Background: an optimization exercise with open tools, aiming at small area. Do not read the settings as production practice. In this exercise RTL edits were held to simulation tests only and were not proved equivalent to the original. Power and IR drop assume default switching activity. The clock port is modelled as an ideal driver; clocking choices that lean on that would not hold on a real chip.

`design.v`:
```
module  hdmi_delay_line
  #(parameter G_WIDTH = 40, G_DEPTH = 11)
   (
    input                i_clk,
    input [G_WIDTH-1:0]  i_d,
    output [G_WIDTH-1:0] o_q
    );
   reg [G_WIDTH*G_DEPTH-1:0] q_pipe;
   always @(posedge i_clk) begin
      q_pipe <= {q_pipe, i_d};   
   end
   assign o_q = q_pipe[G_WIDTH*G_DEPTH-1 -: G_WIDTH];
endmodule
module encoder
(
 input CLK,
 input [7:0] DATA,
 input [1:0] C,
 input VDE,    
 input ADE,    
 input [3:0] AUX,
 output reg [9:0] ENCODED
 );
   function [3:0] popcount8;
      input [7:0] v;
      reg s1, c1, s2, c2, s3, c3, o0, c4, t, c5, o1, c6;
      begin
         s1 = v[0] ^ v[1] ^ v[2];  c1 = (v[0] & v[1]) | (v[0] & v[2]) | (v[1] & v[2]);
         s2 = v[3] ^ v[4] ^ v[5];  c2 = (v[3] & v[4]) | (v[3] & v[5]) | (v[4] & v[5]);
         s3 = v[6] ^ v[7];         c3 = v[6] & v[7];
         o0 = s1 ^ s2 ^ s3;        c4 = (s1 & s2) | (s1 & s3) | (s2 & s3);
         t  = c1 ^ c2 ^ c3;        c5 = (c1 & c2) | (c1 & c3) | (c2 & c3);
         o1 = t ^ c4;              c6 = t & c4;
         popcount8 = {c5 & c6, c5 ^ c6, o1, o0};
      end
   endfunction
   wire s1 = DATA[1] ^ DATA[2] ^ DATA[3];
   wire c1 = (DATA[1] & DATA[2]) | (DATA[1] & DATA[3]) | (DATA[2] & DATA[3]);
   wire s2 = DATA[4] ^ DATA[5] ^ DATA[6];
   wire c2 = (DATA[4] & DATA[5]) | (DATA[4] & DATA[6]) | (DATA[5] & DATA[6]);
   wire c3 = (s1 & s2) | (s1 & DATA[7]) | (s2 & DATA[7]);
   wire sel = (c1 & c2) | (c1 & c3) | (c2 & c3);
   wire [7:0] px;
   assign px[0] = DATA[0];
   genvar k;
   generate for (k = 1; k < 8; k = k + 1) begin : g_px
      assign px[k] = px[k-1] ^ DATA[k];
   end endgenerate
   wire [7:0] word = px ^ {sel, 1'b0, sel, 1'b0, sel, 1'b0, sel, 1'b0};
   wire [3:0] n1   = popcount8(word);
   wire [3:0] disp = {!n1[3] & !n1[2], !n1[2], n1[1:0]};
   reg  [3:0] dc_bias;
   wire cond0 = (dc_bias == 4'd0) || (disp == 4'd0);
   wire inv   = cond0 ? sel : (dc_bias[3] == disp[3]);
   wire       m = !inv & sel;
   wire [3:0] xa = disp ^ {4{inv}};
   wire [3:0] xb = {m, m, inv ^ sel, sel};
   wire [3:0] cs_s = dc_bias ^ xa ^ xb;
   wire [3:0] cs_c = (dc_bias & xa) | (dc_bias & xb) | (xa & xb);
   wire       r1 = cs_s[1] & cs_c[0];
   wire       r2 = (cs_s[2] & cs_c[1]) | (cs_s[2] & r1) | (cs_c[1] & r1);
   wire [3:0] dc_next = {cs_s[3] ^ cs_c[2] ^ r2, cs_s[2] ^ cs_c[1] ^ r1, cs_s[1] ^ cs_c[0], cs_s[0]};
   always @(posedge CLK) begin
      if (VDE) begin
         ENCODED <= {inv, !sel, word ^ {8{inv}}};
         dc_bias <= dc_next;
      end else if (ADE) begin
         case (AUX)
           4'b0000 : ENCODED <= 10'b1010011100;
           4'b0001 : ENCODED <= 10'b1001100011;
           4'b0010 : ENCODED <= 10'b1011100100;
           4'b0011 : ENCODED <= 10'b1011100010;
           4'b0100 : ENCODED <= 10'b0101110001;
           4'b0101 : ENCODED <= 10'b0100011110;
           4'b0110 : ENCODED <= 10'b0110001110;
           4'b0111 : ENCODED <= 10'b0100111100;
           4'b1000 : ENCODED <= 10'b1011001100;
           4'b1001 : ENCODED <= 10'b0100111001;
           4'b1010 : ENCODED <= 10'b0110011100;
           4'b1011 : ENCODED <= 10'b1011000110;
           4'b1100 : ENCODED <= 10'b1010001110;
           4'b1101 : ENCODED <= 10'b1001110001;
           4'b1110 : ENCODED <= 10'b0101100011;
           default : ENCODED <= 10'b1011000011;
         endcase
      end else begin
         case (C)
           2'b00   : ENCODED <= 10'b1101010100;
           2'b01   : ENCODED <= 10'b0010101011;
           2'b10   : ENCODED <= 10'b0101010100;
           default : ENCODED <= 10'b1010101011;
         endcase
         dc_bias <= 0;
      end
   end
endmodule
module hdmidataencoder
#(parameter FREQ=27000000, FS=48000, CTS=27000, N=6144)
(
   input          i_pixclk,
   input          i_reset,
   input          i_hSync,
   input          i_vSync,
   input          i_blank,
   input          i_audio_enable,
   input          i_aspect_169,
   input [15:0]   i_audioL,
   input [15:0]   i_audioR,
   output [1:0]   o_d0,         
   output [3:0]   o_d1,
   output [3:0]   o_d2,
   output         o_data,
   output reg     o_prevBlank   
);
localparam [16:0] CTS_ = CTS;
localparam integer ATIMER_LIMIT = FREQ/FS;          
localparam integer CTS_MOD = CTS - 1;                        
localparam integer CTS_HTOP = 131071 / CTS_MOD;               
localparam integer CTS_LTOP = 131071 - CTS_HTOP * CTS_MOD;    
localparam [191:0] channelStatus = (FS == 48000)?192'hc202004004:(FS == 44100)?192'hc200004004:192'hc203004004;
localparam [55:0] audioRegenPacket = {N[7:0], N[15:8], 8'h00, CTS[7:0], CTS[15:8], 16'h0000};
reg [15:0] counterX;
reg        firstHSyncChange;
reg        oddLine;
reg        prevHSync;
reg        allowGeneration;
reg        wrapped;
reg [1:0]  pktType;             
reg [14:0] ctsLo;
reg [2:0]  ctsHi;
reg [9:0]  audioLo;
reg        audioHi;
reg [7:0]  channelStatusIdx;
reg [1:0]  samplesHead;
reg [23:0] audioPacketHeader;
reg        sampleQ;             
reg [15:0] sL0, sL1, sL2, sL3;
reg [15:0] sR0, sR1, sR2, sR3;
reg        sS0, sS1, sS2, sS3;   
reg        pL0, pL1, pL2, pL3;   
reg        pR0, pR1, pR2, pR3;   
reg [4:0]  sC0, sC1, sC2, sC3;   
reg [4:0]  dataOffset;
reg [7:0]  bchHdr, bchCode0, bchCode1, bchCode2, bchCode3;
function [7:0] ECCcode;
   input [7:0] code;
   input bita;
   input passthroughData;
   begin
      ECCcode = {code[6:0], 1'b0} ^ (((code[7] ^ bita) && passthroughData) ? 8'hC1 : 8'h00);
   end
endfunction
function [1:0] SubBits;
   input [15:0] l;
   input [15:0] r;
   input        cs;
   input        pl;
   input        pr;
   input [4:0]  cnt;
   reg [63:0] w;
   begin
      w = {8'h00, pr ^ cs, cs, 2'b00, pl ^ cs, cs, 2'b00, r, 8'h00, l, 8'h00};
      SubBits = w[{cnt, 1'b0} +: 2];
   end
endfunction
function [1:0] SubField;
   input [4:0] cnt;
   begin
      SubField = (cnt >= 5'd4 && cnt < 5'd12) ? 2'd1 : (cnt >= 5'd16 && cnt < 5'd24) ? 2'd2 : 2'd0;
   end
endfunction
wire hEdge      = prevHSync != i_hSync;
wire load       = hEdge && firstHSyncChange;
wire lowX       = counterX[15:6] == 10'd0;
wire send1      = allowGeneration && lowX && !counterX[5];
wire send2      = allowGeneration && lowX &&  counterX[5];
wire send       = allowGeneration && lowX;
wire sample     = sampleQ;
wire send2Next  = !load && allowGeneration && !(o_prevBlank && !i_blank)
                  && (counterX >= 16'd31) && (counterX <= 16'd62);
wire audioLoWrap = audioLo == ATIMER_LIMIT - 1;
wire sampleNext = !sampleQ && !send2Next && (audioHi || audioLoWrap);
wire [1:0] headNext = send2 ? 2'd0 : samplesHead;
wire ctsLoWrap  = ctsLo == CTS_MOD - 1;
wire ctsTop     = (ctsHi == CTS_HTOP) && (ctsLo == CTS_LTOP);    
wire regen      = (ctsHi != 3'd0) && !ctsTop;                   
reg [23:0] fHdr;
reg [55:0] fSub0;
always @* begin
   case (pktType)
      2'd0: begin fHdr = 24'h000001; fSub0 = audioRegenPacket; end
      2'd1: begin fHdr = 24'h0D0282; fSub0 = 56'h00000000191046; end
      2'd2: begin fHdr = 24'h0D0282; fSub0 = 56'h000000002A1035; end
      default: begin fHdr = 24'h0A0184; fSub0 = 56'h00000000001160; end
   endcase
end
wire [55:0] fSubN = (pktType == 2'd0) ? audioRegenPacket : 56'h0;
wire [31:0] fHdrX  = {8'h00, fHdr};
wire [63:0] fSub0X = {8'h00, fSub0};
wire [63:0] fSubNX = {8'h00, fSubN};
wire        fHdrBit = !wrapped && fHdrX[counterX[4:0]];
wire [1:0]  fSub0Bits = wrapped ? 2'b00 : fSub0X[{counterX[4:0], 1'b0} +: 2];
wire [1:0]  fSubNBits = wrapped ? 2'b00 : fSubNX[{counterX[4:0], 1'b0} +: 2];
wire [1:0] a0 = SubBits(sL0, sR0, sS0, pL0, pR0, sC0);
wire [1:0] f0 = SubField(sC0);
wire [1:0] a1 = SubBits(sL1, sR1, sS1, pL1, pR1, sC1);
wire [1:0] f1 = SubField(sC1);
wire [1:0] a2 = SubBits(sL2, sR2, sS2, pL2, pR2, sC2);
wire [1:0] f2 = SubField(sC2);
wire [1:0] a3 = SubBits(sL3, sR3, sS3, pL3, pR3, sC3);
wire [1:0] f3 = SubField(sC3);
wire       hBit = send1 ? fHdrBit : audioPacketHeader[0];
wire [1:0] p0 = send1 ? fSub0Bits : a0;
wire [1:0] p1 = send1 ? fSubNBits : a1;
wire [1:0] p2 = send1 ? fSubNBits : a2;
wire [1:0] p3 = send1 ? fSubNBits : a3;
wire passH = dataOffset < 5'd24;
wire passD = dataOffset < 5'd28;
assign o_d0[0] = passH ? hBit : bchHdr[7];
assign o_d0[1] = !send1 || (dataOffset != 5'd0);
assign o_d1 = passD ? {p3[0], p2[0], p1[0], p0[0]} : {bchCode3[7], bchCode2[7], bchCode1[7], bchCode0[7]};
assign o_d2 = passD ? {p3[1], p2[1], p1[1], p0[1]} : {bchCode3[6], bchCode2[6], bchCode1[6], bchCode0[6]};
assign o_data = send;
wire       csBit = channelStatus[channelStatusIdx];
wire [23:0] hdrOr = 24'h000002 | ((channelStatusIdx == 8'd0 ? 24'h100100 : 24'h000100) << samplesHead);
always @(posedge i_pixclk) begin
   if (sampleNext) begin
      case (headNext)
         2'd0: begin sL0 <= i_audioL; sR0 <= i_audioR; sS0 <= csBit; end
         2'd1: begin sL1 <= i_audioL; sR1 <= i_audioR; sS1 <= csBit; end
         2'd2: begin sL2 <= i_audioL; sR2 <= i_audioR; sS2 <= csBit; end
         default: begin sL3 <= i_audioL; sR3 <= i_audioR; sS3 <= csBit; end
      endcase
   end
   if (sample && samplesHead == 2'd0) begin pL0 <= 0; pR0 <= 0; end
   else if (send2) begin pL0 <= pL0 ^ (f0[0] & ^a0); pR0 <= pR0 ^ (f0[1] & ^a0); end
   if (sample && samplesHead == 2'd1) begin pL1 <= 0; pR1 <= 0; end
   else if (send2) begin pL1 <= pL1 ^ (f1[0] & ^a1); pR1 <= pR1 ^ (f1[1] & ^a1); end
   if (sample && samplesHead == 2'd2) begin pL2 <= 0; pR2 <= 0; end
   else if (send2) begin pL2 <= pL2 ^ (f2[0] & ^a2); pR2 <= pR2 ^ (f2[1] & ^a2); end
   if (sample && samplesHead == 2'd3) begin pL3 <= 0; pR3 <= 0; end
   else if (send2) begin pL3 <= pL3 ^ (f3[0] & ^a3); pR3 <= pR3 ^ (f3[1] & ^a3); end
   sampleQ <= sampleNext;
   if (load)
      wrapped <= 0;
   else if (&counterX)
      wrapped <= 1;
   if (load)
      pktType <= regen ? 2'd0 : !oddLine ? (i_aspect_169 ? 2'd2 : 2'd1) : 2'd3;
end
wire bchStep = send || i_reset;
wire passHs  = passH && !i_reset;
wire passDs  = passD && !i_reset;
always @(posedge i_pixclk) begin
   if (bchStep) begin
      bchHdr   <= ECCcode(bchHdr, hBit, passHs);
      bchCode0 <= ECCcode(ECCcode(bchCode0, p0[0], passDs), p0[1], passDs);
      bchCode1 <= ECCcode(ECCcode(bchCode1, p1[0], passDs), p1[1], passDs);
      bchCode2 <= ECCcode(ECCcode(bchCode2, p2[0], passDs), p2[1], passDs);
      bchCode3 <= ECCcode(ECCcode(bchCode3, p3[0], passDs), p3[1], passDs);
   end
end
always @(posedge i_pixclk)
if (i_reset) begin
   counterX <= 0;
   firstHSyncChange <= 0;
   oddLine <= 0;
   prevHSync <= 0;
   o_prevBlank <= 0;
   allowGeneration <= 0;
   ctsLo <= 0;
   ctsHi <= 0;
   audioLo <= 0;
   audioHi <= 0;
   channelStatusIdx <= 0;
   samplesHead <= 0;
   audioPacketHeader <= 0;
   sC0 <= 5'd28; sC1 <= 5'd28; sC2 <= 5'd28; sC3 <= 5'd28;
   dataOffset <= 0;
end else begin
   if (sample) begin
      audioPacketHeader <= audioPacketHeader | hdrOr;
      channelStatusIdx <= (channelStatusIdx < 8'd191) ? channelStatusIdx + 8'd1 : 8'd0;
      samplesHead <= samplesHead + 2'd1;
      case (samplesHead)
         2'd0: sC0 <= 0;
         2'd1: sC1 <= 0;
         2'd2: sC2 <= 0;
         default: sC3 <= 0;
      endcase
   end
   audioLo <= audioLoWrap ? 10'd0 : audioLo + 1'b1;
   audioHi <= audioLoWrap ? 1'b1 : sample ? 1'b0 : audioHi;
   if (send2) begin
      samplesHead <= 0;
      audioPacketHeader <= audioPacketHeader >> 1;
      if (sC0 < 5'd28) sC0 <= sC0 + 1'b1;
      if (sC1 < 5'd28) sC1 <= sC1 + 1'b1;
      if (sC2 < 5'd28) sC2 <= sC2 + 1'b1;
      if (sC3 < 5'd28) sC3 <= sC3 + 1'b1;
   end
   if (send)
      dataOffset <= dataOffset + 5'd1;
   if (ctsTop) begin
      ctsLo <= 0;
      ctsHi <= 0;
   end else begin
      ctsLo <= ctsLoWrap ? 15'd0 : ctsLo + 1'b1;
      ctsHi <= ctsHi + ctsLoWrap - (load && regen);
   end
   if (!o_prevBlank && i_blank)
      firstHSyncChange <= 1;
   if (o_prevBlank && !i_blank)
      allowGeneration <= 0;
   if (load) begin
      oddLine <= !oddLine;
      counterX <= 0;
      allowGeneration <= i_audio_enable;
   end else begin
      counterX <= counterX + 1'b1;
   end
   if (hEdge)
      firstHSyncChange <= !firstHSyncChange;
   o_prevBlank <= i_blank;
   prevHSync <= i_hSync;
end
endmodule
module hdmi
#(parameter FREQ=25200000, FS=48000, CTS=25200, N=6144)
 (
   input        I_CLK_PIXEL,
   input        I_RESET,      
   input [7:0]  I_R,
   input [7:0]  I_G,
   input [7:0]  I_B,
   input        I_BLANK,
   input        I_HSYNC,
   input        I_VSYNC,
   input        I_ASPECT_169,
   input        I_AUDIO_ENABLE,
   input [15:0] I_AUDIO_PCM_L,
   input [15:0] I_AUDIO_PCM_R,
   output [9:0] O_RED,    
   output [9:0] O_GREEN,  
   output [9:0] O_BLUE    
);
   wire [9:0]   red;
   wire [9:0]   green;
   wire [9:0]   blue;
   wire [9:0]   enc0out;
   wire [9:0]   enc1out;
   wire [9:0]   enc2out;
   wire         dataNext;
   wire [1:0]   dataPacket0Next;
   wire [3:0]   dataPacket1Next;
   wire [3:0]   dataPacket2Next;
   wire [24:0]  videoOut;       
   wire [1:0]   syncOut11;      
   wire [1:0]   syncOut12;      
   wire [10:0]  dataLineOut;    
   wire [10:0]  dataLine1;      
   wire         data;
   wire [7:0]   ROut;
   wire [7:0]   GOut;
   wire [7:0]   BOut;
   wire         vdeOut;
   wire         dataOut;
   wire [1:0]   vhSyncOut;
   wire         prevBlank;
   reg          prevData;
   wire [3:0]   dataPacket0Out;
   wire [3:0]   dataPacket1Out;
   wire [3:0]   dataPacket2Out;
   reg          ctl0;
   reg          ctl2;
   reg [2:0]    state;
   reg [3:0]    clockCounter;
   hdmi_delay_line #(.G_WIDTH(25), .G_DEPTH(11)) video_line
     (.i_clk(I_CLK_PIXEL), .i_d({I_R, I_G, I_B, !I_BLANK}), .o_q(videoOut));
   hdmi_delay_line #(.G_WIDTH(2), .G_DEPTH(11)) sync_line
     (.i_clk(I_CLK_PIXEL), .i_d({I_VSYNC, I_HSYNC}), .o_q(syncOut11));
   hdmi_delay_line #(.G_WIDTH(2), .G_DEPTH(1)) sync_line2
     (.i_clk(I_CLK_PIXEL), .i_d(syncOut11), .o_q(syncOut12));
   hdmi_delay_line #(.G_WIDTH(11), .G_DEPTH(1)) data_line1
     (.i_clk(I_CLK_PIXEL), .i_d({dataNext, dataPacket0Next, dataPacket1Next, dataPacket2Next}), .o_q(dataLine1));
   hdmi_delay_line #(.G_WIDTH(11), .G_DEPTH(11)) data_line
     (.i_clk(I_CLK_PIXEL), .i_d(dataLine1), .o_q(dataLineOut));
   assign ROut = videoOut[24:17];
   assign GOut = videoOut[16:9];
   assign BOut = videoOut[8:1];
   assign vdeOut = videoOut[0];
   assign vhSyncOut = syncOut11;
   assign data = dataLine1[10];
   assign dataOut = dataLineOut[10];
   assign dataPacket0Out = {dataLineOut[9:8], syncOut12};
   assign dataPacket1Out = dataLineOut[7:4];
   assign dataPacket2Out = dataLineOut[3:0];
   always @(posedge I_CLK_PIXEL) begin
      if (I_RESET) begin
         state <= 3'b000;
         clockCounter <= 0;
         ctl0 <= 1'b0;
         ctl2 <= 1'b0;
      end else if (!prevBlank  && I_BLANK) begin
         state <= 3'b000;
         clockCounter <= 0;
      end else begin
         case (state)
            3'b000:
               if (!prevData && data) begin       
                  state <= 3'b100;
                  ctl0 <= 1'b1;
                  ctl2 <= 1'b1;
                  clockCounter <= 0;
               end else if (prevBlank && !I_BLANK) begin  
                  state <= 3'b010;
                  ctl0 <= 1'b1;
                  ctl2 <= 1'b0;
                  clockCounter <= 0;
               end
            3'b100:                     
               if (clockCounter == 8) begin
                  state <= 3'b101;
                  ctl0 <= 1'b0;
                  ctl2 <= 1'b0;
                  clockCounter <= 0;
               end else begin
                  clockCounter <= clockCounter + 1'b1;
               end
            3'b101:                     
               if (clockCounter == 1) begin
                  state <= 3'b111;
                  clockCounter <= 0;
               end else begin
                  clockCounter <= clockCounter + 1'b1;
               end
            3'b111:
               if (clockCounter == 11) begin                   
                  state <= 3'b110;
                  clockCounter <= 0;
               end else if (prevBlank && !I_BLANK) begin  
                  state <= 3'b010;
                  ctl0 <= 1'b1;
                  ctl2 <= 1'b0;
                  clockCounter <= 0;
               end else if (!data) begin                          
                  clockCounter <= clockCounter + 1'b1;
               end
            3'b110:                    
               if (clockCounter == 1) begin
                  state <= 3'b000;
                  clockCounter <= 0;
               end else begin
                  clockCounter <= clockCounter + 1'b1;
               end
            3'b010:                      
               if (clockCounter == 8)  begin
                  state <= 3'b011;
                  ctl0 <= 1'b0;
                  ctl2 <= 1'b0;
                  clockCounter <= 0;
               end else begin
                  clockCounter <= clockCounter + 1'b1;
               end
            3'b011:                     
               if (clockCounter == 1)  begin
                  state <= 3'b001;
                  clockCounter <= 0;
               end else begin
                  clockCounter <= clockCounter + 1'b1;
               end
            3'b001:
               if (clockCounter == 11)  begin                  
                  state <= 3'b000;
                  clockCounter <= 0;
               end else if (I_BLANK) begin                          
                  clockCounter <= clockCounter + 1'b1;
               end
         endcase
      end
      prevData <= I_RESET ? 1'b0 : data;
   end
   assign blue =  ((state == 3'b101 || state == 3'b110) && vhSyncOut == 2'b00) ? 10'b1010001110 :
                  ((state == 3'b101 || state == 3'b110) && vhSyncOut == 2'b01) ? 10'b1001110001 :
                  ((state == 3'b101 || state == 3'b110) && vhSyncOut == 2'b10) ? 10'b0101100011 :
                  ((state == 3'b101 || state == 3'b110) && vhSyncOut == 2'b11) ? 10'b1011000011 :
                  (state == 3'b011)                                                          ? 10'b1011001100 : enc0out;
   assign green = (state == 3'b011                                 ) ? 10'b0100110011 :
                  (state == 3'b101 || state == 3'b110) ? 10'b0100110011 : enc1out;
   assign red =   (state == 3'b011                                 ) ? 10'b1011001100 :
                  (state == 3'b101 || state == 3'b110) ? 10'b0100110011 : enc2out;
   hdmidataencoder
     #(
       .FREQ(FREQ),
       .FS(FS),
       .CTS(CTS),
       .N(N)
       )
   dataencoder
     (
      .i_pixclk    (I_CLK_PIXEL),
      .i_reset     (I_RESET),
      .i_aspect_169 (I_ASPECT_169),
      .i_blank     (I_BLANK),
      .i_hSync     (I_HSYNC),
      .i_vSync     (I_VSYNC),
      .i_audio_enable  (I_AUDIO_ENABLE),
      .i_audioL    (I_AUDIO_PCM_L),
      .i_audioR    (I_AUDIO_PCM_R),
      .o_d0        (dataPacket0Next),
      .o_d1        (dataPacket1Next),
      .o_d2        (dataPacket2Next),
      .o_data      (dataNext),
      .o_prevBlank (prevBlank)
      );
   encoder enc0
     (
      .CLK      (I_CLK_PIXEL),
      .DATA     (BOut),
      .C        (vhSyncOut),
      .VDE      (vdeOut),
      .ADE      (dataOut),
      .AUX      (dataPacket0Out),
      .ENCODED  (enc0out)
     );
   encoder enc1
     (
     .CLK      (I_CLK_PIXEL),
     .DATA     (GOut),
     .C        ({1'b0, ctl0}),
     .VDE      (vdeOut),
     .ADE      (dataOut),
     .AUX      (dataPacket1Out),
     .ENCODED  (enc1out)
      );
   encoder enc2
     (
      .CLK     (I_CLK_PIXEL),
      .DATA    (ROut),
      .C       ({1'b0, ctl2}),
      .VDE     (vdeOut),
      .ADE     (dataOut),
      .AUX     (dataPacket2Out),
      .ENCODED (enc2out)
      );
assign O_RED   = red;
assign O_GREEN = green;
assign O_BLUE  = blue;
endmodule
```
`flow/run.sh`:
```
#!/bin/bash
# The standard layout (standard.sh: the standard flow's synthesis, floorplan, power grid,
# placement, CTS and routing), with two settings passed to ORFS:
#  - port buffers use the smallest buffer cell;
#  - clock tree synthesis without dummy loads.
# make's full output goes to standard.log in the work folder.
set -euo pipefail
export BUFFER_PORTS_ARGS="-buffer_cell sky130_fd_sc_hd__buf_1"
export CTS_ARGS="-sink_clustering_enable -repair_clock_nets -sink_clustering_size 30 -sink_clustering_max_diameter 100 -buf_list sky130_fd_sc_hd__clkbuf_16 -dont_use_dummy_load"
bash standard.sh > standard.log 2>&1
```
`standard.sh`:
```
#!/bin/bash
# synth_recipe.tcl (not shown) runs the flow's synth.tcl, then flattens the netlist and writes it again
# the make line also repeats each setting of config.mk as NAME=value (left out here)
make -C /OpenROAD-flow-scripts/flow DESIGN_CONFIG=/design/flow/config.mk WORK_HOME=/design/flow/orfs CLKGATE_MAP_FILE= SYNTH_SCRIPT=/design/flow/synth_recipe.tcl "${@:-finish}"
```
`config.mk`:
```
export PLATFORM = sky130hd
export DESIGN_NAME = hdmi
export DESIGN_NICKNAME = hdmi
export VERILOG_FILES = /design/flow/design.v
export SDC_FILE = /design/flow/constraint.sdc
export NUM_CORES = 4
export LEC_CHECK = 0
export CAP_MARGIN = 20
export CORE_MARGIN = 2
export CORE_UTILIZATION = 65
export PLACE_DENSITY = 0.75
export SLEW_MARGIN = 20
```
`constraint.sdc`:
```
create_clock -name core_clock -period 10.0 [get_ports {I_CLK_PIXEL}]
set_input_delay 2.0000 -clock core_clock [delete_from_list [all_inputs] [get_ports {I_CLK_PIXEL}]]
set_output_delay 2.0000 -clock core_clock [all_outputs]
set_load 0.01 [all_outputs]
```
==> metrics.cfg, run 1 <==
[status]
status = no timing/DRC/antenna violations

[layout]
final_cells = 2787
diodes = 0
finish.net_count = 2415
drive_gt1_share_pct = 4.967
final_core_util_pct = 69.94
areaGrowthSynthToFinish_pct = 5.626
final_common_cell = dfxtp_1
final_cell_mix = 607 x dfxtp_1, 186 x edfxtp_1, 180 x nor2_1

[timing]
clock_skew_ns = 0.03699
period_share_pct = 71.07
finalHoldViolCount = 0
tightestPinTransition_ns = 0.9865
setup_viol = 0
final.setup.tns_ns = 0
fmax_mhz = 140.7
fin_ws_ns = 2.893
relSlewSlack_pct = 34.10
rsz0062_at_grt = no
slew_violations = 0
fin_crit_ns = 7.107

[synth]
synth_mux_area_share_pct = 3.709
synth_top_area_share_pct = 44.71
synth-xor-area-share_pct = 5.764
synth_area_leaders = dfxtp_1 45%, edfxtp_1 21%, ha_1 3.1%
synth_ff_type = dfxtp_1
synth-compound-area-share_pct = 7.272
ys_types = 79
synth-seq-area-share_pct = 65.23
synth_fa_ha_area_share_pct = 5.323
ys_async_sr_fraction_pct = 0
synthSimpleGateAreaFrac_pct = 9.970
netlist_area_um2 = 27220
synthCells = 2210
synth_top_family_by_area = simple AND/OR/NAND/NOR gates
synth_nets = 2368
synth_edf_count = 186
postSynthAreaPerCell_um2 = 12.32
ys_ff_latch = 794
yosys_warnings = 8
yosysTopAreaCell = dfxtp_1

[route]
drc_errors = 0
vias = 15330
wl_per_cell_um = 16.59
ant_nets = 0
drtIter0Drc = 952
drt-vias-per-instance = 5.501
dr.pass1.iters = 5
routed_wl_mm = 46.24

[clock_tree]
cts_htree_levels = 1
clk_pin_slew_ns = 0.11
cts_setup_buffers = 0
post_cts_resized = 0
cts-root-buf = clkbuf_16
clk_latency_ns = 0.60
cts_tree = yes
ctsHoldBuffers = 0
cts_buffers = 30
cts_buffer_depth = 3
cts.sinks = 794

[setup_path]
endpoint = enc2.dc_bias[3]
rr_worst_depth = 24
critPathLaunchType = register
critPathKind = reg -> reg
r2r_start = video_line.q_pipe[268]
r2r_setup_slack_ns = 2.89
endpoint_kind = register
cp_max_fo = 10
crit_start = video_line.q_pipe[268]
critPathArrivalTime_ns = 7.48
critPathRequiredTime_ns = 10.37
rr_endpoint = enc2.dc_bias[3]

[place]
place.port_buffers = 92
gp_congestion = 0.8671
dp.cells = 2757
hpwl_mm = 31.67
dp_slack_ns = 2.636

[power_and_ir_drop]
power.leakage_nw = 10.79
ir_drop_mv = 0.2044
powerDensity_nw_per_um2 = 231.3
total_power_w = 0.006650

[floorplanning]
fp.dieW_um = 208.6
ios = 93
rows = 74
core_area_um2 = 41110
start_util_pct = 66.22
dieArea_um2 = 43530
die_h_um = 208.6

[global_routing]
grt_max_degree = 74
antenna_found_initial = 1
gr-total-overflow = 0
grt_usage_pct = 21.39
grt_pass1_vias = 15110
grt_pass1_wl_mm = 75.93

[min_path]
hp-class = reg -> reg

[job]
max_cap_viol_count = 0

state kept, by name, summed over array words and instances (netlist names), 10 cells and up, named ones only:
register / flops
enc0.ENCODED: 10
dataencoder.sL0: 16
data_line1.q_pipe: 11
video_line.q_pipe: 275
dataencoder.counterX: 16
data_line.q_pipe: 111
dataencoder.sL3: 16
dataencoder.sR3: 16
dataencoder.sR0: 16
dataencoder.sL1: 16
dataencoder.ctsLo: 15
dataencoder.sR2: 16
dataencoder.audioLo: 10
dataencoder.sL2: 16
sync_line.q_pipe: 22
dataencoder.sR1: 16
dataencoder.audioPacketHeader: 24
enc1.ENCODED: 10
enc2.ENCODED: 10
cells in the mapped netlist (all sizes together), types with 4 or more instances:
| library cell | instances |
|---|---|
| nor4 | 13 |
| a22o | 5 |
| and3 | 17 |
| nor2 | 180 |
| clkbuf | 70 |
| inv | 99 |
| nand3 | 39 |
| dfxtp | 608 |
| a211oi | 35 |
| o21bai | 5 |
| xnor2 | 95 |
| nor4b | 4 |
| a21oi | 132 |
| nor3b | 14 |
| or4 | 5 |
| edfxtp | 186 |
| nor2b | 18 |
| mux2 | 10 |
| nand2b | 23 |
| a221oi | 5 |
| and2 | 22 |
| or2 | 4 |
| xor2 | 73 |
| o211ai | 9 |
| nor3 | 36 |
| mux2i | 30 |
| mux4 | 26 |
| nand2 | 155 |
| maj3 | 5 |
| a31oi | 18 |
| fa | 28 |
| o21ai | 64 |
| buf | 21 |
| a22oi | 8 |
| ha | 67 |
| or3 | 9 |
| nand4 | 16 |
| o22ai | 7 |
per-layer routing:
metal / vias to the layer above / GRT usage (%) / wire length [µm]
li1: 7609 / - / -
met1: 7306 / 29.41 / 20920
met2: 348 / 36.59 / 22130
met3: 67 / 2.375 / 2175
met4: 0 / 5.591 / 1011
met5: - / 0 / 0
per-stage QoR:
stage,instance area [µm²],hold WS (ns)
after floorplan,27220,0.3096
after global placement,27990,0.3098
after detailed placement,27990,0.3121
after CTS,28740,0.3237
after global routing,28750,0.3301
final,28750,0.3256
worst max-delay path, cell delays in order (launching register included):
cell and delay (ns):
dfxtp_1 0.36, inv_1 0.07, fa_1 0.53, inv_1 0.04, maj3_1 0.35, maj3_1 0.51
xnor2_1 0.37, fa_1 0.50, fa_1 0.42, inv_1 0.06, ha_1 0.13, inv_1 0.04
ha_1 0.30, a31oi_1 0.34, nor2_1 0.12, a21oi_2 0.51, inv_1 0.13, ha_1 0.33
fa_1 0.51, inv_1 0.04, ha_1 0.20, fa_1 0.37, xnor2_1 0.15, or3_1 0.31
and3_1 0.19
how the worst min path moves through the flow:
| stage | cells after the start | to | startpoint |
|---|---|---|---|
| finish | 0 | data_line.q_pipe[78] | data_line.q_pipe[67] |
| global route | 0 | data_line.q_pipe[78] | data_line.q_pipe[67] |
| CTS | 0 | data_line.q_pipe[78] | data_line.q_pipe[67] |
| detailed placement | 0 | video_line.q_pipe[199] | video_line.q_pipe[174] |
| global placement | 0 | video_line.q_pipe[138] | video_line.q_pipe[113] |
| floorplan | 0 | data_line.q_pipe[0] | data_line1.q_pipe[0] |
logic make-up after synthesis:
| family | after synthesis |
|---|---|
| xor gates and xnor gates | 170 |
| AOI/OAI and AO/OA | 320 |
| and+or+nand+nor | 568 |
| muxes | 66 |
| DFF | 794 |
| buffers and inverters | 192 |
| adders and majority gates | 100 |
final cells by class:
cell class                      instances  area [µm²]
Multi-Input combinational cell       1224        8747
Tap cell                              532       665.6
Clock buffer                           30       750.7
Fill cell                            2895       12360
Timing Repair Buffer                  106       451.7
Sequential cell                       794       17760
Inverter                              101       379.1
where the power goes:
| part | internal [W] | switching, W |
|---|---|---|
| Sequential | 0.00353 | 0.0000820 |
| Combinational | 0.000736 | 0.000900 |
| Clock | 0.000539 | 0.000862 |
==> run 2: changes to the inputs <==
==> flow/run.sh (replaced) <==
#!/bin/bash
# The standard layout (standard.sh), with three changes:
#  - after the standard synthesis, its combinational logic is mapped again for
#    area (flow/reopt.tcl; registers, their cells and names are unchanged);
#  - port buffers use the smallest buffer cell;
#  - clock tree synthesis without dummy loads.
# Each tool's full output goes to a log in the work folder: synth.log (standard
# synthesis), reopt.log (re-mapping), standard.log (the rest of the layout).
set -euo pipefail
export BUFFER_PORTS_ARGS="-buffer_cell sky130_fd_sc_hd__buf_1"
export CTS_ARGS="-sink_clustering_enable -repair_clock_nets -sink_clustering_size 30 -sink_clustering_max_diameter 100 -buf_list sky130_fd_sc_hd__clkbuf_16 -dont_use_dummy_load"
bash standard.sh synth > synth.log 2>&1
results="orfs/results/${FLOW_PLATFORM}/hdmi/base"
yosys_exe="$(command -v yosys || echo "${FLOW_HOME}/../tools/install/yosys/bin/yosys")"
cp "${results}/1_2_yosys.v" standard_synth.v
REOPT_LIB="${FLOW_HOME}/platforms/${FLOW_PLATFORM}/lib/sky130_fd_sc_hd__tt_025C_1v80.lib" \
REOPT_NETLIST="$PWD/${results}/1_2_yosys.v" REOPT_TOP="${FLOW_TOP}" \
   "${yosys_exe}" -c flow/reopt.tcl > reopt.log 2>&1
# the netlist is now newer than 1_synth.odb, so make redoes that step first
bash standard.sh finish > standard.log 2>&1
==> flow/reopt.tcl (new file) <==
# Re-map the combinational logic of the standard synthesis netlist for area
# (ABC area mapping). The registers are kept as they are: the same cells with
# the same instance names. Run by run.sh as: yosys -c reopt.tcl
# Environment: REOPT_LIB (liberty file), REOPT_NETLIST (netlist, rewritten in
# place), REOPT_TOP (top module).
set lib $::env(REOPT_LIB)
set netlist $::env(REOPT_NETLIST)
set top $::env(REOPT_TOP)

# the platform's don't-use cells (probe and lpflow cells)
set f [open $lib r]
set text [read $f]
close $f
set dont_use {}
foreach {m name} [regexp -all -inline {cell \("?(sky130_fd_sc_hd__(?:lpflow|probe)\w*)"?\)} $text] {
   lappend dont_use -dont_use $name
}

puts "reopt: [expr {[llength $dont_use] / 2}] dont-use cells"
yosys read_liberty -ignore_miss_func $lib
yosys read_verilog $netlist
yosys hierarchy -top $top
# registers stay cell instances; every other cell becomes its logic function
yosys setattr -mod -set keep_hierarchy 1 {sky130_fd_sc_hd__*df*} {sky130_fd_sc_hd__*dl*}
yosys flatten
yosys opt_clean
yosys techmap
yosys opt -fast
yosys abc -liberty $lib {*}$dont_use -script "+strash;dc2;dch;map -a;topo"
yosys opt_clean -purge
yosys setundef -zero
yosys splitnets
yosys opt_clean -purge
yosys hilomap -singleton -hicell sky130_fd_sc_hd__conb_1 HI -locell sky130_fd_sc_hd__conb_1 LO
yosys insbuf -buf sky130_fd_sc_hd__buf_4 A X
yosys select $top
yosys tee -o reopt_stat.txt stat -liberty $lib
yosys write_verilog -noattr -nohex -nodec -selected $netlist
==> run 2 against run 1 <==
  * Sequential power about the same
  * Power down 4.7%
  * Wire length up 5.6%
  * Fmax up 20%
  * Clock skew up 0.00078 ns
  * Design area down 4.5%
  * Clock power about the same
  * Critical path type unchanged
  * Via count up 9.9%
  * Clock-buffer cell count unchanged
  * Worst setup slack better by 1.2 ns
  * Critical path depth up 4
==> metrics.cfg, run 2 <==
[status]
status = no timing/DRC/antenna violations

[clock_tree]
clk_latency_ns = 0.59
ctsHoldBuffers = 0
clk_pin_slew_ns = 0.11
cts-root-buf = clkbuf_16
cts_htree_levels = 1
post_cts_resized = 0
cts_setup_buffers = 0
cts_buffer_depth = 3
cts_tree = yes
cts_buffers = 30
cts.sinks = 794

[timing]
period_share_pct = 59.42
fin_ws_ns = 4.058
slew_violations = 0
tightestPinTransition_ns = 1.069
final.setup.tns_ns = 0
fin_crit_ns = 5.942
clock_skew_ns = 0.03777
fmax_mhz = 168.3
finalHoldViolCount = 0
rsz0062_at_grt = no
setup_viol = 0
relSlewSlack_pct = 27.97

[place]
dp_slack_ns = 4.143
dp.cells = 3047
gp_congestion = 0.9115
place.port_buffers = 92
dpl-instance-area_um2 = 26710
hpwl_mm = 34.32

[layout]
top_regs = video_line.q_pipe x275, data_line.q_pipe x111, dataencoder.audioPacketHeader x24
final_common_cell = dfxtp_1
fillerInstances = 2792
final_core_util_pct = 70.75
finish.net_count = 2625
stdcell_area_um2 = 27470
final_cell_mix = 608 x dfxtp_1, 359 x nor2_1, 295 x clkinv_1
largest_reg_flops = 275
areaGrowthSynthToFinish_pct = 7.181
diodes = 0
drive_gt1_share_pct = 2.617
final_cells = 3078
max_flop_register = video_line.q_pipe

[setup_path]
critPathArrivalTime_ns = 6.30
critPathLaunchType = register
endpoint_kind = register
critPathRequiredTime_ns = 10.36
cp_max_fo = 8
rr_endpoint = enc1.dc_bias[3]
critPathKind = reg -> reg
crit_start = video_line.q_pipe[263]
cpPeakStageDelay_ns = 0.84
r2r_setup_slack_ns = 4.06
r2r_start = video_line.q_pipe[263]
rr_worst_depth = 28
endpoint = enc1.dc_bias[3]
cp_slowest_cell = o21ai_0
cp_common_cell = nor2_1

[floorplanning]
core_area_um2 = 38830
dieArea_um2 = 41040
start_util_pct = 66.01
ios = 93
rows = 72
fp.dieW_um = 202.6
die_h_um = 202.6

[min_path]
whs_path_depth = 0
hp-class = reg -> reg

[synth]
netlist_area_um2 = 25630
synthCells = 2428
synth_nets = 2491
postSynthAreaPerCell_um2 = 10.56
yosys_warnings = 8

[global_routing]
grt_pass1_wl_mm = 78.92
gr-total-overflow = 0
grt_max_degree = 41
grt_pass1_vias = 16360
antenna_found_initial = 0
grt_usage_pct = 23.69

[route]
dr.pass1.iters = 6
vias = 16840
routed_wl_mm = 48.82
drc_errors = 0
drt-vias-per-instance = 5.472
wl_per_cell_um = 15.86
drtIter0Drc = 1222
ant_nets = 0

[power_and_ir_drop]
ir_drop_mv = 0.1535
powerDensity_nw_per_um2 = 230.6
power.leakage_nw = 10.13

[job]
max_cap_viol_count = 0

## run 2: critical path: cells and delay by family (launching register included)
family,cells,cell delay (ns)
xor gates and xnor gates,6,1.28
DFF,1,0.41
buffers and inverters,4,0.42
and+or+nand+nor,12,1.59
AOI/OAI and AO/OA,6,2.03
## run 2: worst min-delay path by stage
stage	from	end	slack [ns]
finish	video_line.q_pipe[11]	video_line.q_pipe[36]	0.29
global route	video_line.q_pipe[40]	video_line.q_pipe[65]	0.29
CTS	video_line.q_pipe[11]	video_line.q_pipe[36]	0.29
detailed placement	data_line.q_pipe[109]	data_line.q_pipe[120]	0.31
global placement	video_line.q_pipe[56]	video_line.q_pipe[81]	0.31
floorplan	data_line1.q_pipe[0]	data_line.q_pipe[0]	0.31
## run 2: where the power goes
group / internal, W / total (W) / switching, W
Clock: 0.000539 / 0.00140 / 0.000861
Sequential: 0.00351 / 0.00358 / 0.0000752
Combinational: 0.000473 / 0.00135 / 0.000878
## run 2: final cells by class
cell class                      instances  area, µm²  area share (%)
Clock buffer                           30      750.7           2.733
Inverter                              295       1107           4.031
Multi-Input combinational cell       1339       6784           24.69
Sequential cell                       794      17760           64.64
Tap cell                              518      648.1           2.359
Timing Repair Buffer                  102      424.2           1.544
## run 2: metrics by stage
stage                     hold slack [ns]  total power (W)
after floorplan                    0.3096         0.004676
after global placement             0.3096         0.004936
after detailed placement           0.3121         0.004993
after CTS                          0.2899         0.006365
after global routing               0.2941         0.006684
final                              0.2904         0.006335
## run 2: layer usage
| metal | vias up | share of wire [%] | wire length [µm] | track usage [%] |
|---|---|---|---|---|
| met3 | 129 | 5.4 | 2620 | 2.648 |
| met5 | - | 0 | 0 | 0 |
| li1 | 8399 | - | - | - |
| met1 | 7821 | 42 | 20650 | 30.06 |
| met2 | 494 | 49 | 23750 | 41.93 |
| met4 | 0 | 3.7 | 1799 | 8.942 |
==> run 3: changes to the inputs <==
--- a/design.v
+++ b/design.v
@@ -114,9 +114,8 @@
 );
 localparam [16:0] CTS_ = CTS;
 localparam integer ATIMER_LIMIT = FREQ/FS;          
-localparam integer CTS_MOD = CTS - 1;                        
-localparam integer CTS_HTOP = 131071 / CTS_MOD;               
-localparam integer CTS_LTOP = 131071 - CTS_HTOP * CTS_MOD;    
+localparam [9:0]  AT_STEP = 10'd0 - (ATIMER_LIMIT - 1);   
+localparam [16:0] CTS_STEP = 17'd2 - CTS_;                  
 localparam [191:0] channelStatus = (FS == 48000)?192'hc202004004:(FS == 44100)?192'hc200004004:192'hc203004004;
 localparam [55:0] audioRegenPacket = {N[7:0], N[15:8], 8'h00, CTS[7:0], CTS[15:8], 16'h0000};
 reg [15:0] counterX;
@@ -126,10 +125,8 @@
 reg        allowGeneration;
 reg        wrapped;
 reg [1:0]  pktType;             
-reg [14:0] ctsLo;
-reg [2:0]  ctsHi;
-reg [9:0]  audioLo;
-reg        audioHi;
+reg [16:0] ctsTimer;
+reg [9:0]  audioTimer;
 reg [7:0]  channelStatusIdx;
 reg [1:0]  samplesHead;
 reg [23:0] audioPacketHeader;
@@ -178,12 +175,9 @@
 wire sample     = sampleQ;
 wire send2Next  = !load && allowGeneration && !(o_prevBlank && !i_blank)
                   && (counterX >= 16'd31) && (counterX <= 16'd62);
-wire audioLoWrap = audioLo == ATIMER_LIMIT - 1;
-wire sampleNext = !sampleQ && !send2Next && (audioHi || audioLoWrap);
+wire sampleNext = !sampleQ && !send2Next && (audioTimer >= ATIMER_LIMIT - 1);
 wire [1:0] headNext = send2 ? 2'd0 : samplesHead;
-wire ctsLoWrap  = ctsLo == CTS_MOD - 1;
-wire ctsTop     = (ctsHi == CTS_HTOP) && (ctsLo == CTS_LTOP);    
-wire regen      = (ctsHi != 3'd0) && !ctsTop;                   
+wire regen      = (ctsTimer >= CTS_ - 1'b1) && !(&ctsTimer);
 reg [23:0] fHdr;
 reg [55:0] fSub0;
 always @* begin
@@ -268,10 +262,8 @@
    prevHSync <= 0;
    o_prevBlank <= 0;
    allowGeneration <= 0;
-   ctsLo <= 0;
-   ctsHi <= 0;
-   audioLo <= 0;
-   audioHi <= 0;
+   ctsTimer <= 0;
+   audioTimer <= 0;
    channelStatusIdx <= 0;
    samplesHead <= 0;
    audioPacketHeader <= 0;
@@ -289,8 +281,7 @@
          default: sC3 <= 0;
       endcase
    end
-   audioLo <= audioLoWrap ? 10'd0 : audioLo + 1'b1;
-   audioHi <= audioLoWrap ? 1'b1 : sample ? 1'b0 : audioHi;
+   audioTimer <= audioTimer + (sample ? AT_STEP : 10'd1);
    if (send2) begin
       samplesHead <= 0;
       audioPacketHeader <= audioPacketHeader >> 1;
@@ -301,13 +292,7 @@
    end
    if (send)
       dataOffset <= dataOffset + 5'd1;
-   if (ctsTop) begin
-      ctsLo <= 0;
-      ctsHi <= 0;
-   end else begin
-      ctsLo <= ctsLoWrap ? 15'd0 : ctsLo + 1'b1;
-      ctsHi <= ctsHi + ctsLoWrap - (load && regen);
-   end
+   ctsTimer <= ctsTimer + ((load && regen) ? CTS_STEP : 17'd1);
    if (!o_prevBlank && i_blank)
       firstHSyncChange <= 1;
    if (o_prevBlank && !i_blank)
==> run 3 against run 2 <==
  * Still clean
  * Via count fell by 2.0%
  * First-iteration DRC count fell by 6.0%
  * Utilization rose by 0.11 points
  * Largest cell class unchanged
==> metrics.cfg, run 3 <==
[clock_tree]
cts-root-buf = clkbuf_16
cts.sinks = 792
cts_buffers = 30
ctsHoldBuffers = 0
cts_tree = yes
post_cts_resized = 0
cts_htree_levels = 1
clk_latency_ns = 0.61
clk_pin_slew_ns = 0.11
cts_buffer_depth = 3
cts_setup_buffers = 0

[floorplanning]
die_h_um = 202.5
rows = 72
core_area_um2 = 38740
fp.dieW_um = 202.5
start_util_pct = 66.11
dieArea_um2 = 41000
ios = 93

[setup_path]
critPathArrivalTime_ns = 3.87
cpPeakStageDelay_ns = 0.55
critPathKind = reg -> out
cp_slowest_cell = nor2_1
cp_max_fo = 13
path_cells = clkinv_1, nor2_1, clkinv_1, nand2_1, clkinv_1, nor2_1, clkinv_1, or2_2, buf_1
critPathRequiredTime_ns = 8.00
rr_worst_depth = 32
endpoint_kind = output port
critPathLaunchType = register
cp_common_cell = clkinv_1
r2r_setup_slack_ns = 4.36
rr_endpoint = enc0.dc_bias[3]
r2r_start = video_line.q_pipe[256]

[power_and_ir_drop]
power.leakage_nw = 10.24
pwr-share-comb_pct = 21.0
p_int_w = 0.004531
powerDensity_nw_per_um2 = 229.9
p_seq_share_pct = 57.0
clockPowerShare_pct = 22.1
p_sw_share_pct = 28.20
p_sw_w = 0.001779
ir_drop_mv = 0.1554

[synth]
postSynthAreaPerCell_um2 = 10.58
synth_nets = 2483
yosys_warnings = 8
synthCells = 2420
netlist_area_um2 = 25610

[timing]
fin_ws_ns = 4.129
rsz0062_at_grt = no
clock_skew_ns = 0.04878
period_share_pct = 58.71
relSlewSlack_pct = 23.36
fin_crit_ns = 5.871
slew_violations = 0
tightestPinTransition_ns = 1.138
fmax_mhz = 170.3
finalHoldViolCount = 0
final.setup.tns_ns = 0
setup_viol = 0

[route]
ant_nets = 0
routed_wl_mm = 46.58
met1_length_mm = 19.99
dr.pass1.iters = 5
wl_per_cell_um = 15.17
drc_errors = 0
wl_met2_mm = 22.75
vias = 16500
highest_layer = met4
drt-vias-per-instance = 5.372
wl_met3_mm = 2.449
drtIter0Drc = 1149

[layout]
areaGrowthSynthToFinish_pct = 7.187
top_regs = video_line.q_pipe x275, data_line.q_pipe x111, dataencoder.audioPacketHeader x24
finish.net_count = 2618
drive_gt1_share_pct = 3.094
max_flop_register = video_line.q_pipe
final_cells = 3071
final_common_cell = dfxtp_1
stdcell_area_um2 = 27450
final_cell_mix = 606 x dfxtp_1, 327 x nor2_1, 292 x clkinv_1
diodes = 0
largest_reg_flops = 275

[place]
dp.cells = 3041
hpwl_mm = 32.72
place.port_buffers = 92
gp_congestion = 0.8890
dp_slack_ns = 3.717
dpl-instance-area_um2 = 26700

[global_routing]
grt_pass1_wl_mm = 75.49
grt_pass1_vias = 15740
grt_max_degree = 54
gr-total-overflow = 0
antenna_found_initial = 0
grt_usage_pct = 22.69

[job]
max_cap_viol_count = 0

[status]
status = no timing/DRC/antenna violations

[min_path]
whs_path_depth = 0
worstHoldEndpoint = data_line.q_pipe[74]
min-delay-start = data_line.q_pipe[63]
hp-class = reg -> reg

[run 3: critical path: cells and delay by family, from the launching register on]
kind	cells	cell delay, ns
buf+inv	5	1.30
flops	1	0.39
simple gates	4	1.57
[run 3: worst max path at each step]
| stage | startpoint | to | slack [ns] | depth (start not counted) |
|---|---|---|---|---|
| after global routing | I_HSYNC | dataencoder.ctsTimer[16] | 3.56 | 29 |
| after floorplan | I_HSYNC | dataencoder.ctsTimer[16] | 4.63 | 28 |
| after global placement | I_HSYNC | dataencoder.ctsTimer[16] | 3.86 | 29 |
| after CTS | state[0] | O_GREEN[5] | 4.14 | 9 |
| after detailed placement | I_HSYNC | dataencoder.ctsTimer[16] | 3.72 | 29 |
| final | state[0] | O_GREEN[5] | 4.13 | 9 |
[run 3: routing by layer]
layer	GRT usage (%)	vias to the layer above
li1	-	8327
met1	29.15	7665
met2	39.87	409
met3	2.889	97
met4	7.795	0
met5	0	-
[run 3: stage by stage]
stage | hold WS [ns] | power, W | utilization, %
after global routing | 0.3332 | 0.006651 | 70.86
after CTS | 0.3328 | 0.006350 | 70.86
final | 0.3225 | 0.006310 | 70.86
after detailed placement | 0.3121 | 0.004976 | 68.92
after global placement | 0.3095 | 0.004924 | 68.92
after floorplan | 0.3096 | 0.004680 | -
[run 3: area by class of cell]
type                    count  area [µm²]
inverters                 292        1096
well taps                 518       648.1
fillers                  2829       11290
flip-flops and latches    792       17720
clock buffers              30       750.7
multi-input cells        1336        6809
repair buffers            103       427.9
[run 3: power by group through the flow]
| stage | Sequential, W | Clock (W) | Combinational, W |
|---|---|---|---|
| after floorplan | 0.00364 | 0 | 0.00104 |
| after global placement | 0.00366 | 0 | 0.00126 |
| after detailed placement | 0.00367 | 0 | 0.00131 |
| after CTS | 0.00360 | 0.00144 | 0.00132 |
| after global routing | 0.00362 | 0.00153 | 0.00150 |
| final | 0.00359 | 0.00139 | 0.00132 |
==> run 4: changes to the inputs <==
--- a/flow/reopt.tcl
+++ b/flow/reopt.tcl
@@ -26,7 +26,7 @@
 yosys opt_clean
 yosys techmap
 yosys opt -fast
-yosys abc -liberty $lib {*}$dont_use -script "+strash;dc2;dch;map -a;topo"
+yosys abc -liberty $lib {*}$dont_use -script "+strash;&get -n;&deepsyn -T 60;&put;dch;map -a;topo"
 yosys opt_clean -purge
 yosys setundef -zero
 yosys splitnets
==> run 4 against run 3 <==
  * Critical endpoint is now enc2.dc_bias[3]
  * Register-to-register slack worse by 0.29 ns
  * Still clean
  * Largest power group unchanged
  * Critical path type is now reg -> reg
  * Sequential power about the same
  * Non-clock buffer count fell by 1
  * Flip-flop and latch count did not move
  * Critical path depth up 26
  * Clock power is essentially flat
  * Worst hold slack got worse by 0.0021 ns
  * Design area down 1.1%
==> metrics.cfg, run 4 <==
[power_and_ir_drop]
p_seq_share_pct = 60.5
ir_drop_mv = 0.1981
p_sw_w = 0.001588
pwr-share-comb_pct = 16.1
powerDensity_nw_per_um2 = 220.6
p_sw_share_pct = 26.51
clockPowerShare_pct = 23.4
p_int_w = 0.004401
power.leakage_nw = 10.07

[clock_tree]
ctsHoldBuffers = 0
clk_latency_ns = 0.62
cts_buffer_depth = 3
cts_buffers = 30
cts_tree = yes
cts-root-buf = clkbuf_16
post_cts_resized = 0
cts_setup_buffers = 0
cts_htree_levels = 1
clk_pin_slew_ns = 0.11
cts.sinks = 792

[global_routing]
grt_pass1_wl_mm = 76.91
gr-total-overflow = 0
grt_pass1_vias = 15520
grt_usage_pct = 23.36
antenna_found_initial = 0
grt_max_degree = 41

[route]
drt-vias-per-instance = 5.396
routed_wl_mm = 47.55
drtIter0Drc = 1160
highest_layer = met4
vias = 16320
drc_errors = 0
wl_met2_mm = 22.33
dr.pass1.iters = 5
met1_length_mm = 21.49
wl_per_cell_um = 15.73
wl_met3_mm = 2.448
ant_nets = 0

[layout]
max_flop_register = video_line.q_pipe
final_cell_mix = 606 x dfxtp_1, 298 x nand2_1, 288 x clkinv_1, 288 x nor2_1, 186 x edfxtp_1
largest_reg_flops = 275
stdcell_area_um2 = 27150
drive_gt1_share_pct = 3.033
diodes = 0
areaGrowthSynthToFinish_pct = 7.389
final_core_util_pct = 70.41
final_common_cell = dfxtp_1
top_regs = video_line.q_pipe x275, data_line.q_pipe x111, dataencoder.audioPacketHeader x24
finish.net_count = 2571

[floorplanning]
start_util_pct = 65.57
core_area_um2 = 38560
ios = 93
fp.dieW_um = 201.2
die_h_um = 201.2
rows = 72
dieArea_um2 = 40490

[setup_path]
critPathArrivalTime_ns = 6.40
cpPeakStageDelay_ns = 0.42
critPathLaunchType = register
cp_slowest_cell = nor2_1
r2r_setup_slack_ns = 4.07
endpoint_kind = register
critPathKind = reg -> reg
cp_common_cell = nand2_1
cp_max_fo = 7
critPathRequiredTime_ns = 10.47

[timing]
slew_violations = 0
relSlewSlack_pct = 26.53
fmax_mhz = 168.6
tightestPinTransition_ns = 1.098
final.setup.tns_ns = 0
fin_crit_ns = 5.930
rsz0062_at_grt = no
setup_viol = 0
finalHoldViolCount = 0
period_share_pct = 59.30
clock_skew_ns = 0.05575

[synth]
postSynthAreaPerCell_um2 = 10.65
synth_nets = 2437
yosys_warnings = 8
netlist_area_um2 = 25280
synthCells = 2374

[place]
hpwl_mm = 33.18
dpl-instance-area_um2 = 26370
gp_congestion = 0.9261
place.port_buffers = 92

[status]
status = no timing/DRC/antenna violations

[job]
max_cap_viol_count = 0

[min_path]
hp-class = reg -> reg

run 4: metal layers:
metal	vias up	track usage (%)
met2	449	39.73
met1	7579	31.83
met5	-	0
met4	0	6.591
li1	8196	-
met3	92	2.932
run 4: power by group through the flow:
| stage | sequential (W) | combinational [W] | clock [W] |
|---|---|---|---|
| final | 0.00362 | 0.000965 | 0.00140 |
| after global routing | 0.00365 | 0.00110 | 0.00154 |
| after CTS | 0.00362 | 0.000953 | 0.00144 |
| after detailed placement | 0.00369 | 0.000947 | 0 |
| after global placement | 0.00369 | 0.000917 | 0 |
| after floorplan | 0.00366 | 0.000730 | 0 |
run 4: stage by stage:
stage               power (W)  hold WS, ns  cells  worst slack [ns]
global placement     0.004605       0.3095   2993             4.449
detailed placement   0.004642       0.3121   2993             4.195
global route         0.006286       0.3337   3024             3.243
finish               0.005989       0.3204   3024             4.070
CTS                  0.006017       0.3216   3023             4.067
floorplan            0.004392       0.3096   2374             4.572
run 4: worst paths after layout:
check | cells past startpoint | endpoint | startpoint
worst max-delay path | 35 | enc2.dc_bias[3] | video_line.q_pipe[272]
worst min-delay path | 0 | video_line.q_pipe[224] | video_line.q_pipe[199]
worst max register to register | 35 | enc2.dc_bias[3] | video_line.q_pipe[272]
worst min register to register | 0 | video_line.q_pipe[224] | video_line.q_pipe[199]
run 4: final cells by class:
cell class,count,area [µm²]
flip-flops and latches,792,17720
fillers,2872,11410
multi-input cells,1294,6513
inverters,288,1081
clock buffers,30,750.7
well taps,518,648.1
repair buffers,102,440.4
run 4: worst max-delay path, delay by kind of cell, from the launching register on:
kind | cells | cell delay, ns
XOR/XNOR | 4 | 0.75
buffers and inverters | 7 | 0.91
AO/OA/AOI/OAI | 7 | 1.52
flip-flops | 1 | 0.37
AND/OR/NAND/NOR | 17 | 2.25
==> run 5: changes to the inputs <==
--- a/flow/reopt.tcl
+++ b/flow/reopt.tcl
@@ -26,7 +26,7 @@
 yosys opt_clean
 yosys techmap
 yosys opt -fast
-yosys abc -liberty $lib {*}$dont_use -script "+strash;&get -n;&deepsyn -T 60;&put;dch;map -a;topo"
+yosys abc -liberty $lib {*}$dont_use -script "+strash;&get -n;&deepsyn -T 60;&dch;&nf -R 1000 -p;&put;topo"
 yosys opt_clean -purge
 yosys setundef -zero
 yosys splitnets
==> run 5 against run 4 <==
  * Register-to-register slack hardly changed
  * Worst hold slack better by 0.0057 ns
  * Sequential share of layout area is 0.81 points higher
  * Critical endpoint unchanged
  * Power up 2.0%
==> metrics.cfg, run 5 <==
[status]
status = no timing/DRC/antenna violations

[setup_path]
endpoint_kind = register
r2r_setup_slack_ns = 4.07
critPathKind = reg -> reg
cp_max_fo = 5
critPathLaunchType = register
critPathRequiredTime_ns = 10.36
critPathArrivalTime_ns = 6.29

[global_routing]
grt_usage_pct = 21.88
grt_pass1_wl_mm = 69.81
grt_pass1_vias = 14130
grt_use_met3_pct = 2.940
met1_usage_pct = 29.34
grt_busiest_layer = met2
grt_max_degree = 73
antenna_found_initial = 0
use_met2_pct = 37.18
gr-total-overflow = 0

[clock_tree]
ctsHoldBuffers = 0
cts_setup_buffers = 0
cts_tree = yes
clk_latency_ns = 0.61
cts-root-buf = clkbuf_16
post_cts_resized = 0
cts.sinks = 792
cts_buffers = 30
clk_pin_slew_ns = 0.10
cts_htree_levels = 1
cts_buffer_depth = 3

[layout]
top_regs = video_line.q_pipe x275, data_line.q_pipe x111, dataencoder.audioPacketHeader x24
stdcell_area_um2 = 26820
areaGrowthSynthToFinish_pct = 7.482
drive_gt1_share_pct = 2.339
final_cell_mix = 606 x dfxtp_1, 186 x edfxtp_1, 161 x nor2_1
diodes = 0
largest_reg_flops = 275
finish.net_count = 2203
final_common_cell = dfxtp_1
max_flop_register = video_line.q_pipe

[route]
drt-vias-per-instance = 5.680
drc_errors = 0
dr.pass1.iters = 6
wl_per_cell_um = 16.50
routed_wl_mm = 43.72
drtIter0Drc = 1183
ant_nets = 0
vias = 15050

[floorplanning]
rows = 71
core_area_um2 = 37760
ios = 93
dieArea_um2 = 39970
fp.dieW_um = 199.9
start_util_pct = 66.08
die_h_um = 199.9

[place]
dp_slack_ns = 4.145
hpwl_mm = 29.87
place.port_buffers = 92
dpl-instance-area_um2 = 26060
gp_congestion = 0.8741

[timing]
relSlewSlack_pct = 26.08
slew_violations = 0
finalHoldViolCount = 0
clock_skew_ns = 0.06120
final.setup.tns_ns = 0
setup_viol = 0
rsz0062_at_grt = no
fmax_mhz = 168.6
fin_ws_ns = 4.069
fin_crit_ns = 5.931
period_share_pct = 59.31
tightestPinTransition_ns = 1.106
hold_slack_ns = 0.3262

[power_and_ir_drop]
powerDensity_nw_per_um2 = 227.7
power.leakage_nw = 9.858
ir_drop_mv = 0.1663

[synth]
synth_nets = 2066
synthCells = 2003
yosys_warnings = 8
netlist_area_um2 = 24950
postSynthAreaPerCell_um2 = 12.46

[job]
max_cap_viol_count = 0

[min_path]
hp-class = reg -> reg

[run 5: cell type report]
| cell class | count | area, µm² |
|---|---|---|
| inverters | 34 | 127.6 |
| fillers | 2682 | 10940 |
| clock buffers | 30 | 750.7 |
| well taps | 511 | 639.4 |
| repair buffers | 105 | 444.2 |
| flip-flops and latches | 792 | 17720 |
| multi-input cells | 1177 | 7137 |
[run 5: path summary, 6_finish.rpt]
check,start,endpoint,cells past startpoint
max,video_line.q_pipe[272],enc2.dc_bias[3],22
min,video_line.q_pipe[44],video_line.q_pipe[69],0
max reg2reg,video_line.q_pipe[272],enc2.dc_bias[3],22
min reg2reg,video_line.q_pipe[44],video_line.q_pipe[69],0
[run 5: critical path, stage by stage (launching register included)]
cell       delay (ns)
dfxtp_1          0.43
xor2_1           0.24
nand2_1          0.11
o21a_1           0.14
a2111oi_0        0.51
o31a_1           0.38
xnor2_1          0.28
mux2i_1          0.27
xnor2_1          0.17
xor2_1           0.24
nand2b_1         0.10
o31ai_1          0.56
o31ai_1          0.20
a21oi_1          0.43
nor2_1           0.15
nor2_1           0.31
xnor2_1          0.20
o21ai_0          0.19
a221o_1          0.37
nand3_1          0.10
nand2_1          0.08
o21ai_0          0.16
a21oi_1          0.05
[run 5: through the flow]
step,instances,util [%],total power [W]
2_1_floorplan,2003,-,0.004508
3_3_place_gp,2619,69.01,0.004739
3_5_place_dp,2619,69.01,0.004772
4_1_cts,2649,71.00,0.006142
5_1_grt,2649,71.03,0.006415
6_report,2649,71.03,0.006106
[run 5: report_power, final]
group          switching [W]  internal [W]  leakage (nW)
clock network       0.000851      0.000539         0.370
logic               0.000632      0.000466          2.72
registers           0.000102       0.00352          6.77
total                0.00158       0.00452          9.86
[run 5: metal layers]
metal / vias up / part of all wire (%) / wire length [µm]
met1: 7104 / 44 / 19190
li1: 7416 / - / -
met4: 0 / 3.2 / 1385
met5: - / 0 / 0
met3: 91 / 5.5 / 2407
met2: 434 / 47 / 20740
==> run 6: changes to the inputs <==
--- a/flow/reopt.tcl
+++ b/flow/reopt.tcl
@@ -26,7 +26,7 @@
 yosys opt_clean
 yosys techmap
 yosys opt -fast
-yosys abc -liberty $lib {*}$dont_use -script "+strash;&get -n;&deepsyn -T 60;&dch;&nf -R 1000 -p;&put;topo"
+yosys abc -liberty $lib {*}$dont_use -script "+strash;&get -n;&deepsyn -T 60;&dch -f;&nf -R 1000 -p -F 8 -C 32;&put;topo"
 yosys opt_clean -purge
 yosys setundef -zero
 yosys splitnets
==> run 6 against run 5 <==
  * Critical path type unchanged
  * Still clean
  * Synthesized cell count decreased by 1.3%
  * Sequential share of layout area increased by 0.21 points
  * Fmax increased by 0.52%
  * Clock-buffer cell count is the same
  * Sequential power barely moved
  * Via count decreased by 0.29%
  * Utilization fell by 0.058 points
  * Worst setup slack improved by 0.031 ns
  * Clock skew increased by 0.0042 ns
==> metrics.cfg, run 6 <==
[timing]
tightestPinTransition_ns = 1.218
hold_slack_ns = 0.3101
relSlewSlack_pct = 18.52
slew_violations = 0
setup_viol = 0
clock_skew_ns = 0.06544
rsz0062_at_grt = no
final.setup.tns_ns = 0
finalHoldViolCount = 0
fmax_mhz = 169.5
fin_ws_ns = 4.100
fin_crit_ns = 5.900
period_share_pct = 59.00

[setup_path]
endpoint_kind = register
crit_buf_inv = 1
rr_worst_depth = 24
r2r_start = video_line.q_pipe[272]
rr_endpoint = enc2.dc_bias[3]
critPathLaunchType = register
critPathKind = reg -> reg
r2r_setup_slack_ns = 4.10
path_cells = xor2_1, nand2_1, o21ai_0, nand2b_1, nand2_1, a22oi_1, clkinv_1, o21ai_0, xnor2_1, xor2_1, nor2b_1, a221o_1, nand2_1, o21bai_1, mux2i_1, xnor2_1, nor2_1, a21oi_1, nor2_1, o21ai_0, or2_0, nand2_1, o21ai_0, a21oi_1
cp_max_fo = 8
cpPeakStageDelay_ns = 0.60
critPathRequiredTime_ns = 10.37
critical-path-top-delay-family = compound AO/OA/AOI/OAI gates
cp_slowest_cell = a22oi_1
crit_cells = 24
critPathArrivalTime_ns = 6.27

[min_path]
min-delay-start = data_line.q_pipe[53]
hp-class = reg -> reg
worstHoldEndpoint = data_line.q_pipe[64]
whs_path_depth = 0

[status]
status = no timing/DRC/antenna violations

[clock_tree]
cts_tree = yes
clk_pin_slew_ns = 0.10
cts_buffers = 30
cts_htree_levels = 1
cts-root-buf = clkbuf_16
post_cts_resized = 0
ctsHoldBuffers = 0
cts.sinks = 792
cts_buffer_depth = 3
cts_setup_buffers = 0
clk_latency_ns = 0.61

[place]
dp_slack_ns = 4.184
place.port_buffers = 92
hpwl_mm = 29.69
gp_congestion = 0.8874

[power_and_ir_drop]
clockPowerShare_pct = 22.9
p_int_w = 0.004491
p_seq_share_pct = 59.5
pwr-share-comb_pct = 17.6
ir_drop_mv = 0.2093
power.leakage_nw = 9.882
p_sw_w = 0.001561
p_sw_share_pct = 25.80
powerDensity_nw_per_um2 = 226.4

[floorplanning]
rows = 71
die_h_um = 199.6
dieArea_um2 = 39830
core_area_um2 = 37670
start_util_pct = 66.00
fp.dieW_um = 199.6
ios = 93

[route]
vias = 15000
wl_per_cell_um = 16.69
ant_nets = 0
drc_errors = 0
dr.pass1.iters = 5
routed_wl_mm = 43.79
drtIter0Drc = 1248
drt-vias-per-instance = 5.717

[synth]
synth_nets = 2040
synthCells = 1977
netlist_area_um2 = 24860
yosys_warnings = 8
postSynthAreaPerCell_um2 = 12.58

[global_routing]
grt_usage_pct = 21.91
grt_pass1_wl_mm = 69.55
antenna_found_initial = 1
grt_pass1_vias = 14070
grt_max_degree = 57
gr-total-overflow = 0

[layout]
final_core_util_pct = 70.97
max_flop_register = video_line.q_pipe
final_cell_mix = 606 x dfxtp_1, 186 x edfxtp_1, 153 x nor2_1
areaGrowthSynthToFinish_pct = 7.519
drive_gt1_share_pct = 2.461
top_regs = video_line.q_pipe x275, data_line.q_pipe x111, dataencoder.audioPacketHeader x24
finish.net_count = 2178
fillerInstances = 2714
diodes = 0
final_common_cell = dfxtp_1
largest_reg_flops = 275

[job]
max_cap_viol_count = 0

[run 6: final cells by class]
type | count | area [µm²] | area share, %
Tap cell | 511 | 639.4 | 2.392
Inverter | 39 | 146.4 | 0.5476
Clock buffer | 30 | 750.7 | 2.808
Timing Repair Buffer | 106 | 451.7 | 1.690
Multi-Input combinational cell | 1146 | 7025 | 26.28
Sequential cell | 792 | 17720 | 66.28
[run 6: power groups by stage]
stage          Clock [W]  Combinational (W)  Sequential [W]
2_1_floorplan          0           0.000830         0.00365
3_3_place_gp           0            0.00102         0.00367
3_5_place_dp           0            0.00105         0.00368
4_1_cts          0.00143            0.00106         0.00361
5_1_grt          0.00154            0.00119         0.00363
6_report         0.00138            0.00106         0.00360
[run 6: layer usage]
metal | part of all wire, % | GRT usage [%]
met1 | 44 | 29.36
met5 | 0 | 0
met3 | 5.7 | 2.481
met4 | 2.7 | 7.051
met2 | 48 | 37.53
[run 6: worst max path at each step]
stage	slack (ns)	start	end
floorplan	4.12	I_HSYNC	dataencoder.sL1[0]
global placement	4.40	video_line.q_pipe[272]	enc2.dc_bias[3]
detailed placement	4.18	video_line.q_pipe[272]	enc2.dc_bias[3]
CTS	4.16	video_line.q_pipe[272]	enc2.dc_bias[3]
global route	3.45	video_line.q_pipe[272]	enc2.dc_bias[3]
finish	4.10	video_line.q_pipe[272]	enc2.dc_bias[3]
[run 6: metrics by stage]
step	area, µm²	cells	total power (W)
2_1_floorplan	24860	1977	0.004478
3_3_place_gp	25980	2594	0.004689
3_5_place_dp	25980	2594	0.004729
4_1_cts	26730	2624	0.006091
5_1_grt	26730	2624	0.006360
6_report	26730	2624	0.006052

## port drivers added, routing unchanged
No port has a modelled driver above. Below, the same layouts with a new extraction and two added sets of constraints. Step 1: set_driving_cell puts a clkbuf_16 on I_CLK_PIXEL and a buf_2 on each other input, an assumption about the parent block. Step 2 moves the port delays by t, midway between the first and last clock arrival at a register: inputs arrive t later, outputs are due t later. That takes back most of the time a late clock gives input paths. a / b / c = ideal ports / drivers / drivers and shift; a / b = the first two.
| run | shift t [ns] | setup slack, ns | clock arrival spread, ns | slew at the worst register clock pin (ns) |
|---|---|---|---|---|
| run 1 | 0.639 | 2.893 / 2.893 / 2.893 | 0.040 / 0.039 | 0.11 / 0.11 |
| run 2 | 0.639 | 4.058 / 4.058 / 4.058 | 0.060 / 0.060 | 0.11 / 0.11 |
| run 3 | 0.642 | 4.129 / 4.073 / 3.679 | 0.051 / 0.050 | 0.11 / 0.11 |
| run 4 | 0.644 | 4.070 / 4.070 / 4.070 | 0.056 / 0.056 | 0.12 / 0.12 |
| run 5 | 0.629 | 4.069 / 4.069 / 4.069 | 0.061 / 0.061 | 0.12 / 0.12 |
| run 6 | 0.634 | 4.100 / 4.100 / 4.100 | 0.069 / 0.070 | 0.12 / 0.12 |
After both steps every run listed still meets setup and hold. For run 3, which loses most, drivers alone change the setup slack by -0.056 ns; drivers and shift together by -0.450 ns.
